This is an optimization exercise on Yosys and OpenROAD, whose aim is small area, not a production implementation.
In this exercise RTL edits were held to simulation tests only and were not proved equivalent to the original.
Power figures rest on the tool's default switching activity, not on a simulated workload.

v42:
Design pipeline_top, start of the top module:
module pipeline_top(
    input         clk,
    input         reset,
    output [8:0]  imem_addr,
    input  [31:0] imem_rdata,
    output [7:0]  dmem_addr,
    input  [63:0] dmem_rdata,
    output [63:0] dmem_wdata,
    output        dmem_we
    );
Settings: LEC_CHECK=0, CAP_MARGIN=20, CORE_MARGIN=2, CORE_UTILIZATION=40, SLEW_MARGIN=20; clock period 5.0 ns.
standard.sh (not shown) runs the stock make flow with config.mk's settings and CLKGATE_MAP_FILE= SYNTH_SCRIPT=/design/flow/synth_recipe.tcl, a recipe that flattens the netlist after the stock synthesis.
==> flow/flow/run.sh <==
#!/bin/bash
# Standard ORFS layout (standard.sh) in two parts: after the floorplan, every
# cell is swapped to its smallest drive strength (flow/downsize.tcl), so that
# the later repair steps size up only where needed.  Ports are buffered by the
# smallest buffer and the clock tree is built from small clock buffers.
set -euo pipefail
ARGS=(BUFFER_PORTS_ARGS="-buffer_cell sky130_fd_sc_hd__buf_1"
      CTS_ARGS="-sink_clustering_enable -repair_clock_nets -dont_use_dummy_load -buf_list sky130_fd_sc_hd__clkbuf_8 -sink_clustering_size 20 -sink_clustering_max_diameter 50" )
bash standard.sh "${ARGS[@]}" floorplan > standard_floorplan.log 2>&1
DOWNSIZE_ODB=orfs/results/$FLOW_PLATFORM/pipeline_top/base/2_floorplan.odb \
  openroad -no_init -exit flow/downsize.tcl > downsize.log 2>&1
bash standard.sh "${ARGS[@]}" finish > standard_finish.log 2>&1
==> flow/flow/downsize.tcl <==
# Swap every standard cell of the synthesized netlist to the smallest drive
# strength of the same cell, before placement; the flow's own repair steps
# then size up or buffer only where slew, capacitance or timing need it.
set odb $::env(DOWNSIZE_ODB)
read_db $odb
set db [ord::get_db]
set block [ord::get_db_block]
set masters {}
foreach lib [$db getLibs] {
  foreach m [$lib getMasters] {
    dict set masters [$m getName] $m
  }
}
set n 0
foreach inst [$block getInsts] {
  set m [$inst getMaster]
  set name [$m getName]
  if {![regexp {^(sky130_fd_sc_hd__[a-z0-9]+)_([0-9]+)$} $name -> base drv]} { continue }
  if {[string match *tap* $base] || [string match *fill* $base] || [string match *decap* $base]} { continue }
  set best $m
  set best_area [expr {[$m getWidth] * [$m getHeight]}]
  dict for {cand cm} $masters {
    if {![regexp "^${base}_\[0-9\]+\$" $cand]} { continue }
    if {[string match *lpflow* $cand] || [string match *probe* $cand]} { continue }
    set a [expr {[$cm getWidth] * [$cm getHeight]}]
    if {$a < $best_area} { set best $cm; set best_area $a }
  }
  if {$best ne $m} {
    $inst swapMaster $best
    incr n
  }
}
puts "downsize: swapped $n instances"
write_db $odb
--- input diff v42..v5 ---
==> flow/flow/run.sh <==
#!/bin/bash
# Standard ORFS layout (standard.sh) with smaller port buffers and a tuned clock tree.
set -euo pipefail
bash standard.sh \
  BUFFER_PORTS_ARGS="-buffer_cell sky130_fd_sc_hd__buf_1" \
  CTS_ARGS="-sink_clustering_enable -repair_clock_nets -dont_use_dummy_load -buf_list sky130_fd_sc_hd__clkbuf_4 -sink_clustering_size 10 -sink_clustering_max_diameter 50"  \
  finish > standard_flow.log 2>&1
removed: flow/flow/downsize.tcl
### Flow results
- Looking at cell area across v5 and v42, the one that comes out lower is v5.
- v42 → v5: register fraction of the total cell area increased 0.40 points; starting DRC count in detailed routing decreased 4.9%.
- Having completed the whole flow, v5 delivered a layout that passed the timing, DRC and antenna checks.
Here is what was changed in the inputs of v35 compared with v5.
==> flow/flow/run.sh <==
#!/bin/bash
# Standard ORFS layout (standard.sh) in two parts: after the floorplan, every
# cell is swapped to its smallest drive strength (flow/downsize.tcl), so that
# the later repair steps size up only where needed.  Ports are buffered by the
# smallest buffer and the clock tree is built from small clock buffers.
set -euo pipefail
ARGS=(BUFFER_PORTS_ARGS="-buffer_cell sky130_fd_sc_hd__buf_1"
      CTS_ARGS="-sink_clustering_enable -repair_clock_nets -dont_use_dummy_load -buf_list sky130_fd_sc_hd__clkbuf_4 -sink_clustering_size 11 -sink_clustering_max_diameter 45" )
bash standard.sh "${ARGS[@]}" floorplan > standard_floorplan.log 2>&1
DOWNSIZE_ODB=orfs/results/$FLOW_PLATFORM/pipeline_top/base/2_floorplan.odb \
  openroad -no_init -exit flow/downsize.tcl > downsize.log 2>&1
bash standard.sh "${ARGS[@]}" finish > standard_finish.log 2>&1
==> flow/flow/downsize.tcl (new file) <==
# Swap every standard cell of the synthesized netlist to the smallest drive
# strength of the same cell, before placement; the flow's own repair steps
# then size up or buffer only where slew, capacitance or timing need it.
set odb $::env(DOWNSIZE_ODB)
read_db $odb
set db [ord::get_db]
set block [ord::get_db_block]
set masters {}
foreach lib [$db getLibs] {
  foreach m [$lib getMasters] {
    dict set masters [$m getName] $m
  }
}
set n 0
foreach inst [$block getInsts] {
  set m [$inst getMaster]
  set name [$m getName]
  if {![regexp {^(sky130_fd_sc_hd__[a-z0-9]+)_([0-9]+)$} $name -> base drv]} { continue }
  if {[string match *tap* $base] || [string match *fill* $base] || [string match *decap* $base]} { continue }
  set best $m
  set best_area [expr {[$m getWidth] * [$m getHeight]}]
  dict for {cand cm} $masters {
    if {![regexp "^${base}_\[0-9\]+\$" $cand]} { continue }
    if {[string match *lpflow* $cand] || [string match *probe* $cand]} { continue }
    set a [expr {[$cm getWidth] * [$cm getHeight]}]
    if {$a < $best_area} { set best $cm; set best_area $a }
  }
  if {$best ne $m} {
    $inst swapMaster $best
    incr n
  }
}
puts "downsize: swapped $n instances"
write_db $odb
## What came out
v35 against v5: average routed wire per standard cell shrank by 1.7%, worst hold slack has remained practically unchanged, synthesized cell count ~0 delta, post-CTS setup buffer count ~0 delta. Power drawn by the clock network on v35 is ahead of v5. v5 has a higher max-slew headroom at the worst pin than v35. v35 against v5: placement-stage worst setup slack held; clock latency on the worst-skew pair saw little to no change; clock tree buffer count of the final layout went down 6.8%; arrival time at the worst endpoint moved up.
Modified inputs, v2 compared to v35
diff --git a/flow/flow/run.sh b/flow/flow/run.sh
--- a/flow/flow/run.sh
+++ b/flow/flow/run.sh
@@ -8 +8 @@
-      CTS_ARGS="-sink_clustering_enable -repair_clock_nets -dont_use_dummy_load -buf_list sky130_fd_sc_hd__clkbuf_4 -sink_clustering_size 11 -sink_clustering_max_diameter 45" )
+      CTS_ARGS="-sink_clustering_enable -repair_clock_nets -dont_use_dummy_load -buf_list sky130_fd_sc_hd__clkbuf_4 -sink_clustering_size 10 -sink_clustering_max_diameter 50" )
@@ -10,0 +11 @@
+DONT_USE_CELLS="$(make -s -C $FLOW_HOME DESIGN_CONFIG=$PWD/config.mk print-DONT_USE_CELLS 2>/dev/null | sed 's/^DONT_USE_CELLS = //')" \
diff --git a/flow/flow/downsize.tcl b/flow/flow/downsize.tcl
--- a/flow/flow/downsize.tcl
+++ b/flow/flow/downsize.tcl
@@ -13,0 +14 @@
+set dont_use [split $::env(DONT_USE_CELLS)]
@@ -24 +25 @@
-    if {[string match *lpflow* $cand] || [string match *probe* $cand]} { continue }
+    if {[lsearch -exact $dont_use $cand] >= 0} { continue }
Results
Going from v35 to v2, net switching power grows by 0.65%.
Area of all placed cells without fillers delta (v2 -> v35): insignificant
v2 and v35 ended up with roughly the same data-path buffer share of cell area in the final layout.
| total number of vias | v2 vs v35 | worse |
Looking at v35 and v2, the sequential share of layout area is a wash.
Measured against each other, v35 and v2 differ in number of global-route vias before repair, the higher figure coming from v2.
Number of vias per cell in v2 vs v35: up 0.47%
Final cycle utilization of the critical path: v2 < v35

what the ideal ports hide:
The flow's constraints put no driver on any port. The routed layouts listed below were extracted and timed again, unchanged, in two steps.
Step 1 sets driving cells, clkbuf_16 on the clock port and buf_2 on the other inputs (assumed; they add their load-dependent delay and slew).
Step 2, shift: input delay + t, output delay - t, t = (earliest + latest rising clock arrival at the registers) / 2. This alone moves slack from input paths to output paths.
Three values: ideal ports, drivers, drivers and shift; two values: the first two.
run | shift t [ns] | slack for setup (ns) | worst hold slack (ns) | cell pins on the clock port's net
v42 | 0.632 | 2.601 / 2.557 / 2.972 | 0.272 / 0.272 / 0.272 | 1
v5 | 0.807 | 2.477 / 2.432 / 2.982 | 0.284 / 0.279 / 0.284 | 1
v35 | 0.823 | 2.416 / 2.371 / 2.983 | 0.282 / 0.260 / 0.323 | 1
v2 | 0.829 | 2.424 / 2.379 / 2.974 | 0.283 / 0.260 / 0.326 | 1
After both steps every run listed still meets setup and hold.
